Context: an optimization exercise on an open-source flow, tuned for small area, a short achievable clock period and few clock cycles. The choices shown serve that exercise and are no tape-out recipe.
Where RTL was checked, it was by simulation tests only, not by an equivalence proof against the original.
Power and IR drop assume default switching activity.

lane 1:
==> flow/design.v <==
module Mult (
    input wire clk,
    input wire reset_total,
    input wire reset_local,
    input wire [31:0] operand_A_in,
    input wire [31:0] operand_B_in,
    output wire [31:0] product_Hi_out,
    output wire [31:0] product_Lo_out,
    output wire done
);
    localparam G  = 4;                 
    localparam W  = 2 * G;             
    localparam NG = (32 + W - 1) / W;  
    localparam NW = W + 33;            
    localparam NU = 64 - NW;           
    localparam NS = NW + 3;            
    reg  [NU-1:0] U;                   
    reg  [NW-1:0] S, C;                
    reg  [2:0]    q;                   
    reg  [NG-1:0] R;                   
    reg           swap;                
    reg  [G-1:0]  d_one, d_two, d_neg;  
    wire start = reset_local;
    wire busy  = |R;
    wire [NG-1:0] TA, TB;
    assign TA[0] = |operand_A_in;
    assign TB[0] = |operand_B_in;
    genvar j, k;
    generate
        for (j = 1; j < NG; j = j + 1) begin : g_t
            wire [32-W*j:0] ha = operand_A_in[31:W*j-1];
            wire [32-W*j:0] hb = operand_B_in[31:W*j-1];
            assign TA[j] = ~(&ha | ~|ha);
            assign TB[j] = ~(&hb | ~|hb);
        end
    endgenerate
    wire [NG-1:0] T0    = TA & TB;
    wire          swap0 = |(TB & ~TA);
    wire [NG-1:0] Rn  = R >> 1;
    wire [NG-1:0] oh  = start ? (T0 & ~(T0 >> 1)) : (Rn & ~(Rn >> 1));
    wire [W*NG:0] ae  = {{(W*NG-32){operand_A_in[31]}}, operand_A_in, 1'b0};
    wire [W*NG:0] be  = {{(W*NG-32){operand_B_in[31]}}, operand_B_in, 1'b0};
    reg  [W:0]    ga, gb;
    integer i;
    always @(*) begin
        ga = {(W+1){1'b0}};
        gb = {(W+1){1'b0}};
        for (i = 0; i < NG; i = i + 1) begin
            ga = ga | ({(W+1){oh[i]}} & ae[W*i +: W+1]);
            gb = gb | ({(W+1){oh[i]}} & be[W*i +: W+1]);
        end
    end
    wire       sw  = start ? swap0 : swap;
    wire [W:0] grp = sw ? ga : gb;
    wire [G-1:0] n_one, n_two, n_neg;
    generate
        for (k = 0; k < G; k = k + 1) begin : g_dec
            wire b0 = grp[2*k], b1 = grp[2*k+1], b2 = grp[2*k+2];
            assign n_one[k] = b1 ^ b0;
            assign n_two[k] = (b2 & ~b1 & ~b0) | (~b2 & b1 & b0);
            assign n_neg[k] = b2;
        end
    endgenerate
    localparam [63:0] KC64 = 64'd0 - ((((64'd1 << (2 * G)) + 64'd8) / 64'd3) << 33);
    localparam [NS-1:0] KC = KC64[NS-1:0];
    wire [31:0] M  = swap ? operand_B_in : operand_A_in;  
    wire [33:0] m1 = {{2{M[31]}}, M};
    wire [33:0] m2 = {M[31], M, 1'b0};
    wire [NS-1:0] xs [0:G-1];
    reg  [W-1:0]  negbits;
    generate
        for (k = 0; k < G; k = k + 1) begin : g_pp
            wire [33:0] x = (({34{d_one[k]}} & m1) | ({34{d_two[k]}} & m2)) ^ {34{d_neg[k]}};
            if (k == 0) begin : g_first
                assign xs[k] = KC | {{(NS-36){1'b0}}, ~x[33], x[33], x[33], x[32:0]};
            end else begin : g_rest
                wire [NS-1:0] xe = {{(NS-34){1'b0}}, ~x[33], x[32:0]};
                assign xs[k] = xe << (2 * k);
            end
        end
    endgenerate
    always @(*) begin
        negbits = {W{1'b0}};
        for (i = 0; i < G; i = i + 1) negbits[2*i] = d_neg[i];
    end
    wire [NS-1:0] a0 = {{3{1'b0}}, S[NW-W-1:0], negbits};
    wire [NS-1:0] a1 = {{3{1'b0}}, C[NW-W-1:0], {W{1'b0}}};
    wire [2:0]    nq;                  
    assign        nq = ns[NS-1:NW] + nc[NS-1:NW];
    reg  [NS-1:0] ns, nc;
    function [2*NS-1:0] csa;
        input [NS-1:0] x, y, z;
        csa = {x ^ y ^ z, ((x & y) | (x & z) | (y & z)) << 1};
    endfunction
    generate
        if (G == 4) begin : g_t4
            always @(*) begin : b_t4
                reg [NS-1:0] s1, c1, s2, c2, s3, c3;
                {s1, c1} = csa(xs[0], xs[1], xs[2]);
                {s2, c2} = csa(xs[3], a0, a1);
                {s3, c3} = csa(s1, c1, s2);
                {ns, nc} = csa(s3, c3, c2);
            end
        end else if (G == 3) begin : g_t3
            always @(*) begin : b_t3
                reg [NS-1:0] s1, c1, s2, c2;
                {s1, c1} = csa(xs[0], xs[1], xs[2]);
                {s2, c2} = csa(s1, c1, a0);
                {ns, nc} = csa(s2, c2, a1);
            end
        end else begin : g_t2
            always @(*) begin : b_t2
                reg [NS-1:0] s1, c1;
                {s1, c1} = csa(a0, a1, xs[0]);
                {ns, nc} = csa(s1, c1, xs[1]);
            end
        end
    endgenerate
    wire [NU-5:0] uh  = U[NU-1:4];
    wire [NU-5:0] uhp = uh + 1'b1;
    wire [NU-5:0] uhm = uh - 1'b1;
    wire [3:0]    ul  = U[3:0];
    wire          qm2 = (q == 3'b110);
    wire          qm1 = (q == 3'b111);
    wire          qz  = (q == 3'b000);
    wire          qp1 = (q == 3'b001);
    wire          qp2 = (q == 3'b010);
    wire          b0  = (qm1 & (ul == 4'd0)) | (qm2 & (ul <= 4'd1));
    wire          c0  = (qp1 & (ul == 4'd15)) | (qp2 & (ul >= 4'd14));
    wire          b1  = qm2 & (ul == 4'd0);
    wire          c1  = (qz & (ul == 4'd15)) | (qp1 & (ul >= 4'd14)) | (qp2 & (ul >= 4'd13));
    wire [3:0]    l0  = ul + {q[2], q};
    wire [3:0]    l1  = ul + {q[2], q} + 4'd1;
    wire [NU-1:0] uq0 = {(b0 ? uhm : c0 ? uhp : uh), l0};
    wire [NU-1:0] uq1 = {(b1 ? uhm : c1 ? uhp : uh), l1};
    wire [W:0]    hs;
    ks_add #(.N(W)) u_hs (.a(S[NW-1:NW-W]), .b(C[NW-1:NW-W]), .y(hs));
    wire [NU-1:0] u_it = {(hs[W] ? uq1[NU-W-1:0] : uq0[NU-W-1:0]), hs[W-1:0]};
    localparam NL = NW / 2;
    localparam NH = NW - NL;
    wire [NL:0]   zl;
    wire [NH:0]   zh0, zh1;
    ks_add #(.N(NL)) u_zl (.a(S[NL-1:0]), .b(C[NL-1:0]), .y(zl));
    ks_add #(.N(NH)) u_zh0 (.a(S[NW-1:NL]), .b(C[NW-1:NL]), .y(zh0));
    ks_add1 #(.N(NH)) u_zh1 (.a(S[NW-1:NL]), .b(C[NW-1:NL]), .y(zh1));
    wire [NW:0]   z = {(zl[NL] ? zh1 : zh0), zl[NL-1:0]};
    wire [NU-1:0] u_fn = z[NW] ? uq1 : uq0;
    always @(posedge clk) begin
        if (reset_total) begin
            R   <= {NG{1'b0}};
        end else if (start) begin
            R   <= T0;
        end else if (busy) begin
            R   <= Rn;
        end
        if (start) begin
            U    <= {NU{1'b0}};
            S    <= {NW{1'b0}};
            C    <= {NW{1'b0}};
            q    <= 3'd0;
            swap <= swap0;
        end else if (busy) begin
            U    <= u_it;
            S    <= ns[NW-1:0];
            C    <= nc[NW-1:0];
            q    <= nq;
        end
        if (start | busy) begin
            d_one <= n_one;
            d_two <= n_two;
            d_neg <= n_neg;
        end
    end
    assign done = ~busy;
    wire [63:0] P = {u_fn, z[NW-1:0]};
    assign product_Hi_out = P[63:32];
    assign product_Lo_out = P[31:0];
endmodule
module ks_add #(parameter N = 8) (
    input  wire [N-1:0] a,
    input  wire [N-1:0] b,
    output wire [N:0]   y
);
    reg [N-1:0] g, p, g2, p2;
    integer i, d;
    always @(*) begin
        g = a & b;
        p = a | b;
        for (d = 1; d < N; d = d * 2) begin
            g2 = g;
            p2 = p;
            for (i = d; i < N; i = i + 1) begin
                g2[i] = g[i] | (p[i] & g[i-d]);
                p2[i] = p[i] & p[i-d];
            end
            g = g2;
            p = p2;
        end
    end
    assign y = {g[N-1], (a ^ b) ^ {g[N-2:0], 1'b0}};
endmodule
module ks_add1 #(parameter N = 8) (
    input  wire [N-1:0] a,
    input  wire [N-1:0] b,
    output wire [N:0]   y
);
    reg [N-1:0] g, p, g2, p2;
    integer i, d;
    always @(*) begin
        g = (a & b) | {{(N-1){1'b0}}, a[0] | b[0]};
        p = a | b;
        for (d = 1; d < N; d = d * 2) begin
            g2 = g;
            p2 = p;
            for (i = d; i < N; i = i + 1) begin
                g2[i] = g[i] | (p[i] & g[i-d]);
                p2[i] = p[i] & p[i-d];
            end
            g = g2;
            p = p2;
        end
    end
    assign y = {g[N-1], (a ^ b) ^ {g[N-2:0], 1'b1}};
endmodule
export LEC_CHECK = 0
export ABC_AREA = 1
export CAP_MARGIN = 20
export CORE_MARGIN = 2
export CORE_UTILIZATION = 40
export SLEW_MARGIN = 20
create_clock -name core_clock -period 4.0 [get_ports {clk}]
standard.sh (not shown) runs the stock make flow with config.mk's settings and CLKGATE_MAP_FILE= SYNTH_SCRIPT=/design/flow/synth_recipe.tcl, a recipe that flattens the netlist after the stock synthesis.
==> flow/flow/run.sh <==
#!/bin/bash
# The standard layout, with the smallest buffer on the ports instead of the
# delay-cell buffers buffer_ports picks by default.
set -e
cp standard.sh standard.sh.txt
export BUFFER_PORTS_ARGS="-buffer_cell sky130_fd_sc_hd__buf_1"
bash standard.sh > standard.log 2>&1
Testbench counts of lane 1, summed over its fixed seeds: cycles 9,022.
Here is what was changed in the inputs of lane 2 compared with lane 1.
--- a/flow/design.v
+++ b/flow/design.v
@@ -135,16 +135,22 @@
     wire [NU-1:0] uq1 = {(b1 ? uhm : c1 ? uhp : uh), l1};
     wire [W:0]    hs;
     ks_add #(.N(W)) u_hs (.a(S[NW-1:NW-W]), .b(C[NW-1:NW-W]), .y(hs));
     wire [NU-1:0] u_it = {(hs[W] ? uq1[NU-W-1:0] : uq0[NU-W-1:0]), hs[W-1:0]};
-    localparam NL = NW / 2;
-    localparam NH = NW - NL;
-    wire [NL:0]   zl;
-    wire [NH:0]   zh0, zh1;
-    ks_add #(.N(NL)) u_zl (.a(S[NL-1:0]), .b(C[NL-1:0]), .y(zl));
-    ks_add #(.N(NH)) u_zh0 (.a(S[NW-1:NL]), .b(C[NW-1:NL]), .y(zh0));
-    ks_add1 #(.N(NH)) u_zh1 (.a(S[NW-1:NL]), .b(C[NW-1:NL]), .y(zh1));
-    wire [NW:0]   z = {(zl[NL] ? zh1 : zh0), zl[NL-1:0]};
+    localparam N0 = 14;
+    localparam N1 = 14;
+    localparam N2 = NW - N0 - N1;
+    wire [N0:0]   z0;
+    wire [N1:0]   z10, z11;
+    wire [N2:0]   z20, z21;
+    ks_add  #(.N(N0)) u_z0  (.a(S[N0-1:0]), .b(C[N0-1:0]), .y(z0));
+    ks_add  #(.N(N1)) u_z10 (.a(S[N0+N1-1:N0]), .b(C[N0+N1-1:N0]), .y(z10));
+    ks_add1 #(.N(N1)) u_z11 (.a(S[N0+N1-1:N0]), .b(C[N0+N1-1:N0]), .y(z11));
+    ks_add  #(.N(N2)) u_z20 (.a(S[NW-1:N0+N1]), .b(C[NW-1:N0+N1]), .y(z20));
+    ks_add1 #(.N(N2)) u_z21 (.a(S[NW-1:N0+N1]), .b(C[NW-1:N0+N1]), .y(z21));
+    wire [N1:0]   z1 = z0[N0] ? z11 : z10;
+    wire [N2:0]   z2 = z1[N1] ? z21 : z20;
+    wire [NW:0]   z  = {z2, z1[N1-1:0], z0[N0-1:0]};
     wire [NU-1:0] u_fn = z[NW] ? uq1 : uq0;
     always @(posedge clk) begin
         if (reset_total) begin
             R   <= {NG{1'b0}};
### Flow results
Each of the runs, namely lane 2 and lane 1, reached the end of the flow and came out clean.
Compared with lane 1, in lane 2 worst setup slack now sits lower, number of logic stages on the critical path including buffering has decreased, die area decreased by about 0.7% relative to the old numbers, headroom to the max-slew limit fell 9.2 points, power dissipated in sequential cells fell about 2%.
Delta (lane 2 minus lane 1): fraction of met2 tracks used by global routing decreased 3.9 points; worst vdd rail ir drop decreased about 13%.
Only the layout flow was run in lane 2; the RTL was not checked for function there.

==> separate check: timing with driven ports <==
How much do the figures lean on ideal ports? The routed layouts below were timed once more, with nothing changed but the port constraints. Step 1 sets driving cells, clkbuf_16 on the clock port and buf_2 on the other inputs (assumed; they add their load-dependent delay and slew). Step 2 times the ports against the registers' clock, not the clock port: input delays grow and output delays shrink by t, the midpoint of the rising clock arrivals with the driver on. a / b / c = ideal ports / drivers / drivers and shift; a / b = the first two.
run	t, ns	setup slack, ns	worst setup path after step 2
lane 1	0.512	0.176 / 0.114 / 0.094	input to register
lane 2	0.495	0.110 / 0.057 / 0.118	input to register
After both steps every run listed still meets setup and hold. For lane 1, which loses most, drivers alone change the setup slack by -0.062 ns; drivers and shift together by -0.082 ns.
